Background: an optimization exercise with open tools, aiming at small area, a short achievable clock period and few clock cycles per item. Do not read the settings as production practice. Only simulation tests tie the RTL to the original design; equivalence was not proved.

==> module SHA1_hash, before the edit <==
module SHA1_hash (
	clk,
	nreset,
	start_hash,
	message_addr,
	message_size,
	hash,
	done,
	port_A_data_in,
	port_A_data_out,
	port_A_addr,
	port_A_we
	);
input          clk;
input          nreset;
input          start_hash;
input  [31:0]  message_addr;
input  [31:0]  message_size;
output [159:0] hash;
output         done;
output [31:0]  port_A_data_in;
input  [31:0]  port_A_data_out;
output [15:0]  port_A_addr;
output         port_A_we;
reg         busy, done, first;
reg  [6:0]  p;
reg         isT1, isT12, cld, rot, memsel, adinc, is15;
reg         fch, fpar, fmaj;
reg         xiv, x30, xa, nfirst;
reg  [31:0] Kv, IVv;        
reg  [31:0] A, B, C, D, F, J;
reg  [31:0] H0, H1, H2, H3, H4;
reg  [511:0] W;              
reg  [13:0] addr;
reg  [7:0]  wc;              
reg         over;            
reg  [1:0]  sz;              
reg  [3:0]  blk;             
assign port_A_we      = 1'b0;
assign port_A_data_in = 32'h0;
assign port_A_addr    = {addr, 2'b00};
assign hash           = {H0, H1, H2, H3, H4};
wire start_go = start_hash & ~busy;
wire [6:0] pinc = (p == 7'd81) ? 7'd0 : p + 7'd1;
function [1:0] rng;
	input [6:0] q;
	rng = (q < 20) ? 2'd0 : (q < 40) ? 2'd1 : (q < 60) ? 2'd2 : 2'd3;
endfunction
always @(posedge clk) begin
	if (start_go) begin
		p      <= 7'd78;
		isT1   <= 1'b0;
		isT12  <= 1'b0;
		cld    <= 1'b0;
		rot    <= 1'b1;
		x30    <= 1'b0;
		memsel <= 1'b0;
		adinc  <= 1'b0;
		is15   <= 1'b0;
		fch    <= 1'b0;
		fpar   <= 1'b1;
		fmaj   <= 1'b0;
		xiv    <= 1'b1;
		xa     <= 1'b0;
		nfirst <= 1'b0;
		Kv     <= 32'hca62c1d6;
		IVv    <= 32'hc3d2e1f0;
	end else begin
		p      <= pinc;
		isT1   <= (p == 7'd81);
		isT12  <= (p == 7'd81) || (p == 7'd0);
		cld    <= (p == 7'd80) || (p == 7'd81);
		rot    <= (p >= 7'd77);
		x30    <= !(first && !isT1) && (p >= 7'd77) && (p <= 7'd79);
		memsel <= (p == 7'd81) || (p <= 7'd14);
		adinc  <= (p >= 7'd80) || (p <= 7'd13);
		is15   <= (p == 7'd14);
		fch    <= (rng(p) == 2'd0);
		fpar   <= (rng(p) == 2'd1) || (rng(p) == 2'd3);
		fmaj   <= (rng(p) == 2'd2);
		case (rng(p))
			2'd0:    Kv <= 32'h5a827999;
			2'd1:    Kv <= 32'h6ed9eba1;
			2'd2:    Kv <= 32'h8f1bbcdc;
			default: Kv <= 32'hca62c1d6;
		endcase
		xiv    <= first && !isT1;
		xa     <= !(first && !isT1) && ((p == 7'd80) || (p == 7'd81));
		nfirst <= !(first && !isT1);
		IVv    <= (p == 7'd81) ? 32'h67452301 : (p == 7'd80) ? 32'hefcdab89 :
		          (p == 7'd79) ? 32'h98badcfe : (p == 7'd78) ? 32'h10325476 :
		          32'hc3d2e1f0;
	end
end
wire [6:0] nbs = message_size[9:3] + 7'd1;    
always @(posedge clk or negedge nreset) begin
	if (!nreset) begin
		busy <= 1'b0;
		done <= 1'b0;
	end else if (start_go) begin
		busy <= 1'b1;
		done <= 1'b0;
	end else if (busy && isT1 && !first && blk == 4'd0) begin
		busy <= 1'b0;
		done <= 1'b1;
	end
end
always @(posedge clk) begin
	if (start_go) begin
		first <= 1'b1;
		blk   <= nbs[6:3];
	end else if (isT1) begin
		first <= 1'b0;
		if (!first && blk != 4'd0)
			blk <= blk - 4'd1;
	end
end
always @(posedge clk) begin
	if (start_go)
		addr <= message_addr[15:2];
	else if (adinc)
		addr <= addr + 14'd1;
end
always @(posedge clk) begin
	if (start_go) begin
		wc   <= message_size[9:2];
		over <= 1'b0;
		sz   <= message_size[1:0];
	end else if (memsel) begin
		if (wc == 8'd0)
			over <= 1'b1;
		else
			wc <= wc - 8'd1;
	end
end
wire [31:0] mbe = {port_A_data_out[7:0], port_A_data_out[15:8],
                   port_A_data_out[23:16], port_A_data_out[31:24]};
reg  [31:0] mmask, mpad;
always @* begin
	if (over) begin
		mmask = 32'h0;
		mpad  = 32'h0;
	end else if (wc == 8'd0) begin
		case (sz)
			2'd0: begin mmask = 32'h00000000; mpad = 32'h80000000; end
			2'd1: begin mmask = 32'hff000000; mpad = 32'h00800000; end
			2'd2: begin mmask = 32'hffff0000; mpad = 32'h00008000; end
			default: begin mmask = 32'hffffff00; mpad = 32'h00000080; end
		endcase
	end else begin
		mmask = 32'hffffffff;
		mpad  = 32'h0;
	end
end
wire        islen = is15 && blk == 4'd0;
wire [31:0] wlen  = islen ? {19'd0, message_size[9:0], 3'd0} : 32'h0;
wire [31:0] wmem  = (mbe & mmask) | mpad | wlen;
wire [31:0] wx  = W[447:416] ^ W[287:256] ^ W[95:64] ^ W[31:0];
wire [31:0] wnw = memsel ? wmem : {wx[30:0], wx[31]};
always @(posedge clk)
	W <= {wnw, W[511:32]};
wire [31:0] Cr = {B[1:0], B[31:2]};            
wire [31:0] fv = ({32{fch}}  & ((A & Cr) | (~A & C))) |
                 (({32{fpar}} & A) ^ ({32{fpar}} & Cr) ^ ({32{fpar}} & C)) |
                 ({32{fmaj}} & ((A & Cr) | (A & C) | (Cr & C)));
wire [31:0] Xv   = ({32{x30}} & {A[1:0], A[31:2]}) | ({32{xa}} & A);
wire [31:0] Hop  = ({32{nfirst}} & H4) | ({32{xiv}} & IVv);
wire [31:0] hsum, Anew, Jn;
sha1_add32 u_hadd (.a(Hop), .b(Xv), .s(hsum));
sha1_add3  u_aadd (.a({A[26:0], A[31:27]}), .b(F), .c(J), .s(Anew));
sha1_add3  u_jadd (.a(D), .b(Kv), .c(W[511:480]), .s(Jn));
always @(posedge clk) begin
	A <= isT12 ? H0 : Anew;
	B <= isT1 ? {H1[29:0], H1[31:30]} : A;
	C <= cld ? H2 : Cr;
	D <= C;
	F <= fv;
	J <= Jn;
end
always @(posedge clk) begin
	if (busy && rot) begin
		H0 <= hsum;
		H1 <= H0;
		H2 <= H1;
		H3 <= H2;
		H4 <= H3;
	end
end
endmodule
==> module sha1_add3, before the edit <==
module sha1_add3 (a, b, c, s);
input  [31:0] a, b, c;
output [31:0] s;
wire [31:0] cs, cc;
wire [31:0] bc;
sha1_xor #(32) u_bc (.a(b), .b(c), .y(bc));
sha1_xor #(32) u_s  (.a(a), .b(bc), .y(cs));
sha1_maj  u_c (.a(a), .b(b), .c(c), .y(cc));
sha1_add32 u_add (.a(cs), .b({cc[30:0], 1'b0}), .s(s));
endmodule
Settings: LEC_CHECK=0, CAP_MARGIN=20, CORE_MARGIN=2, CORE_UTILIZATION=45, CTS_CLUSTER_DIAMETER=70, CTS_CLUSTER_SIZE=28, PLACE_DENSITY=0.6, SETUP_SLACK_MARGIN=3.6, SLEW_MARGIN=20, SYNTH_HIERARCHICAL=1, SYNTH_MINIMUM_KEEP_SIZE=0; clock period 6.3 ns.
standard.sh (not shown) runs the stock make flow with config.mk's settings and CLKGATE_MAP_FILE= SYNTH_SCRIPT=/design/flow/synth_recipe.tcl, a recipe that flattens the netlist after the stock synthesis.
==> flow/flow/run.sh <==
#!/bin/bash
# The standard layout, with the port buffers made as buf_1 cells instead of
# the resizer's default choice (a delay buffer). Full output in standard.log.
set -e
export BUFFER_PORTS_ARGS="-buffer_cell sky130_fd_sc_hd__buf_1"
bash standard.sh > standard.log 2>&1
The starting point finished with timing, DRC and antenna clean.
Testbench counts at the start, summed over its fixed seeds: cycles 68,472, messages 96.
Then changed:
--- a/flow/design.v
+++ b/flow/design.v
@@ -160,14 +160,14 @@
 always @(posedge clk)
 	W <= {wnw, W[511:32]};
 wire [31:0] Cr = {B[1:0], B[31:2]};            
 wire [31:0] fv = ({32{fch}}  & ((A & Cr) | (~A & C))) |
                  (({32{fpar}} & A) ^ ({32{fpar}} & Cr) ^ ({32{fpar}} & C)) |
                  ({32{fmaj}} & ((A & Cr) | (A & C) | (Cr & C)));
-wire [31:0] Xv   = ({32{x30}} & {A[1:0], A[31:2]}) | ({32{xa}} & A);
-wire [31:0] Hop  = ({32{nfirst}} & H4) | ({32{xiv}} & IVv);
+wire [31:0] Xv   = ({32{xiv}} & IVv) | ({32{x30}} & {A[1:0], A[31:2]}) | ({32{xa}} & A);
+wire [31:0] Hop  = {32{nfirst}} & H4;
 wire [31:0] hsum, Anew, Jn;
 sha1_add32 u_hadd (.a(Hop), .b(Xv), .s(hsum));
 sha1_add3  u_aadd (.a({A[26:0], A[31:27]}), .b(F), .c(J), .s(Anew));
 sha1_add3  u_jadd (.a(D), .b(Kv), .c(W[511:480]), .s(Jn));
 always @(posedge clk) begin
 	A <= isT12 ? H0 : Anew;
@@ -188,15 +188,13 @@
 end
 endmodule
 module sha1_add3 (a, b, c, s);
 input  [31:0] a, b, c;
 output [31:0] s;
 wire [31:0] cs, cc;
-wire [31:0] bc;
-sha1_xor #(32) u_bc (.a(b), .b(c), .y(bc));
-sha1_xor #(32) u_s  (.a(a), .b(bc), .y(cs));
+sha1_xor3 u_s (.a(a), .b(b), .c(c), .y(cs));
 sha1_maj  u_c (.a(a), .b(b), .c(c), .y(cc));
 sha1_add32 u_add (.a(cs), .b({cc[30:0], 1'b0}), .s(s));
 endmodule
 module sha1_add32 (a, b, s);
 input  [31:0] a, b;
 output [31:0] s;
@@ -239,11 +237,16 @@
 module sha1_ao (g, p, c, y);
 parameter N = 32;
 input  [N-1:0] g, p, c;
 output [N-1:0] y;
 assign y = g | (p & c);
 endmodule
+module sha1_xor3 (a, b, c, y);
+input  [31:0] a, b, c;
+output [31:0] y;
+assign y = a ^ b ^ c;
+endmodule
 module sha1_maj (a, b, c, y);
 input  [31:0] a, b, c;
 output [31:0] y;
 assign y = (a & b) | (a & c) | (b & c);
 endmodule
Outcome:
- The changed run completed without violations
- setup slack degrades by 59 ps
- synthesized area goes up by 1.2%
- design area grows by 1.4%
- die area grows by 1.2%
- global-route usage went up by 0.29 points
- cell count drops by 1.2%
- routed wire length came out higher by 1.8%
Testbench counts after the change, summed over its fixed seeds: cycles 68,472, messages 96.

## what the ideal ports hide
The results above use ideal ports. As a check the final layouts listed here were re-extracted and re-timed, cells and wires unchanged.
Step 1 assumes that a clkbuf_16 drives the clock port and a buf_2 every other input.
Step 2 also shifts input and output timing later by t, the mid clock arrival at the registers, as if the neighbouring blocks saw the same clock.
Slacks: ideal ports / drivers / drivers and shift; pairs: ideal ports / drivers.
| run | t (ns) | setup WS [ns] | hold slack, ns | worst slew at a driven data input, ns |
|---|---|---|---|---|
| the first run | 0.696 | 3.672 / 3.600 / 3.544 | 0.323 / 0.323 / 0.323 | 0.05 |
| the second run | 0.699 | 3.613 / 3.579 / 3.508 | 0.324 / 0.324 / 0.324 | 0.04 |
After both steps setup and hold are still met in every run listed. The setup slack of the first run, which loses most, moves by -0.072 ns with the drivers and by -0.128 ns with both steps.
